This is an optimization exercise on Yosys and OpenROAD, whose aim is small area, not a production implementation.
Where RTL was checked, it was by simulation tests only, not by an equivalence proof against the original.
Power figures rest on the tool's default switching activity, not on a simulated workload. No driver is modelled on the clock port, so clocking that relies on it looks cheaper here than on a real chip.

// cic_filter
module cic_filter# (
parameter INPUT_DATA_WIDTH = 16,
parameter DECIMATION_RATIO_R = 2048,
parameter NUMBER_OF_STAGES_N = 5,
parameter OUTPUT_DATA_WIDTH = 32
)(
    input wire i_clk,
    input wire i_resetn,
    input wire signed [INPUT_DATA_WIDTH - 1 : 0] i_data,
    output wire o_clk,
    output reg signed [OUTPUT_DATA_WIDTH - 1 : 0] o_data
);
Settings: LEC_CHECK=0, CAP_MARGIN=20, CORE_MARGIN=2, CORE_UTILIZATION=40, SLEW_MARGIN=20; clock period 6.0 ns.
standard.sh (not shown) runs the stock make flow with config.mk's settings and CLKGATE_MAP_FILE= SYNTH_SCRIPT=/design/flow/synth_recipe.tcl, a recipe that flattens the netlist after the stock synthesis.
==> flow/flow/run.sh <==
#!/bin/bash
# Own layout flow: the standard ORFS flow (standard synthesis unchanged) with
#  - a clock tree of clkbuf_16 sink buffers on larger clusters and no dummy loads,
#  - the port buffers made with buf_1 instead of the default cell.
set -euo pipefail
cd "$(dirname "$0")/.."
CTS="-sink_clustering_enable -repair_clock_nets -buf_list sky130_fd_sc_hd__clkbuf_16"
CTS="$CTS -sink_clustering_size ${CTS_SIZE:-32} -sink_clustering_max_diameter ${CTS_DIAM:-120} -dont_use_dummy_load"
bash standard.sh "CTS_ARGS=$CTS" "BUFFER_PORTS_ARGS=-buffer_cell sky130_fd_sc_hd__buf_1" finish > standard_flow.log 2>&1
test -f out/final.def
The first run went through all stages and came out clean.
Edit:
--- a/flow/flow/run.sh
+++ b/flow/flow/run.sh
@@ -6,5 +6,5 @@
 cd "$(dirname "$0")/.."
 CTS="-sink_clustering_enable -repair_clock_nets -buf_list sky130_fd_sc_hd__clkbuf_16"
-CTS="$CTS -sink_clustering_size ${CTS_SIZE:-32} -sink_clustering_max_diameter ${CTS_DIAM:-120} -dont_use_dummy_load"
+CTS="$CTS -sink_clustering_size ${CTS_SIZE:-28} -sink_clustering_max_diameter ${CTS_DIAM:-120} -dont_use_dummy_load"
 bash standard.sh "CTS_ARGS=$CTS" "BUFFER_PORTS_ARGS=-buffer_cell sky130_fd_sc_hd__buf_1" finish > standard_flow.log 2>&1
 test -f out/final.def
Effect: The changed run finished with timing, DRC and antenna clean; total power came out higher by 0.68%; synthesized area does not change; non-clock buffer count stays the same; wire length came out lower by 0.40%.

* * *

Setup of old:
Another version of the RTL of cic_filter (not shown whole).
Size: roughly 1700 cells after synthesis, ~1000 flip-flops, ~51 I/O pins, about 32000 um^2 of cells after synthesis.
==> flow/config.mk <==
export PLATFORM = sky130hd
export DESIGN_NAME = cic_filter
export DESIGN_NICKNAME = cic_filter
export VERILOG_FILES = /design/flow/design.v
export SDC_FILE = /design/flow/constraint.sdc
export NUM_CORES = 4
export LEC_CHECK = 0
export CAP_MARGIN = 20
export CORE_MARGIN = 2
export CORE_UTILIZATION = 40
export SLEW_MARGIN = 20
==> flow/constraint.sdc <==
create_clock -name core_clock -period 6.0 [get_ports {i_clk}]
set_input_delay 1.2000 -clock core_clock [delete_from_list [all_inputs] [get_ports {i_clk}]]
set_output_delay 1.2000 -clock core_clock [all_outputs]
set_load 0.01 [all_outputs]
==> flow/flow/run.sh <==
#!/bin/bash
# Own layout flow: the standard ORFS flow (standard synthesis unchanged) with
#  - a clock tree of clkbuf_16 sink buffers on larger clusters and no dummy loads,
#  - the port buffers made with buf_1 instead of the default cell.
set -euo pipefail
cd "$(dirname "$0")/.."
CTS="-sink_clustering_enable -repair_clock_nets -buf_list sky130_fd_sc_hd__clkbuf_16"
CTS="$CTS -sink_clustering_size ${CTS_SIZE:-25} -sink_clustering_max_diameter ${CTS_DIAM:-60} -dont_use_dummy_load"
bash standard.sh "CTS_ARGS=$CTS" "BUFFER_PORTS_ARGS=-buffer_cell sky130_fd_sc_hd__buf_1" finish > standard_flow.log 2>&1
test -f out/final.def
old reached the final stage; the timing, design-rule and antenna checks on its layout passed.
> inputs changed (old -> new)
==> flow/run.sh (new file) <==
#!/bin/bash
# synth_recipe.tcl (not shown) runs the flow's synth.tcl, then flattens the netlist and writes it again
# the make line also repeats each setting of config.mk as NAME=value (left out here)
make -C /OpenROAD-flow-scripts/flow DESIGN_CONFIG=/design/flow/config.mk WORK_HOME=/design/flow/orfs CLKGATE_MAP_FILE= SYNTH_SCRIPT=/design/flow/synth_recipe.tcl finish
--- a/flow/config.mk
+++ b/flow/config.mk
@@ -10,0 +11,3 @@
+export CTS_BUF_LIST = sky130_fd_sc_hd__clkbuf_8
+export CTS_CLUSTER_DIAMETER = 40
+export CTS_CLUSTER_SIZE = 12
removed: flow/flow/run.sh
removed: flow/standard.sh
==> comparison <==
- Compared with old, new improves first-iteration DRC count.
- Going from old to new, number of buffers added by the clock tree synthesis step grows by 51.
- Clock tree cell share of total cell area in new is 2.6 points above old.
- Re power after layout: old and new aren't equal, and the higher value belongs to new.
- The higher area added between synthesis and finish came out of new.
- Of old and new, the lower clock latency on the worst-skew pair belongs to old.
- From old to new the numbers moved as follows: overall routing resource usage increased by 0.27 points relative to the old numbers, detailed-route wire length picked up an extra about 3.5%.
- Setup slack of the most critical reg-to-reg path essentially unchanged between old and new.
No functional check of the RTL was part of any run of this note.

## separate check: timing with driven ports
In the flow no input, the clock included, has a driving cell. The finished layouts below were timed again as built, in two steps.
Step 1, drivers: a clkbuf_16 drives i_clk and a buf_2 each remaining input, both assumed.
Step 2 adds t to the input delays and takes it off the output delays; t is the mean of the earliest and latest rising clock arrival at the registers after step 1. Input paths then give back, and output paths get back, about the clock's delay inside the block.
Three values: ideal ports, drivers, drivers and shift; two values: the first two.
| run | shift t [ns] | slack for setup (ns) | worst setup path after step 2 |
|---|---|---|---|
| the first run of note 1 | 0.625 | 0.169 / 0.169 / 0.040 | input to register |
| the second run of note 1 | 0.618 | 0.168 / 0.168 / 0.048 | input to register |
| old | 0.644 | 0.189 / 0.189 / 0.071 | input to register |
| new | 0.780 | 0.201 / 0.201 / -0.246 | input to register |
Met with ideal ports but missed after step 2: setup timing in new. The setup slack of new, which loses most, moves by 0.000 ns with the drivers and by -0.447 ns with both steps.
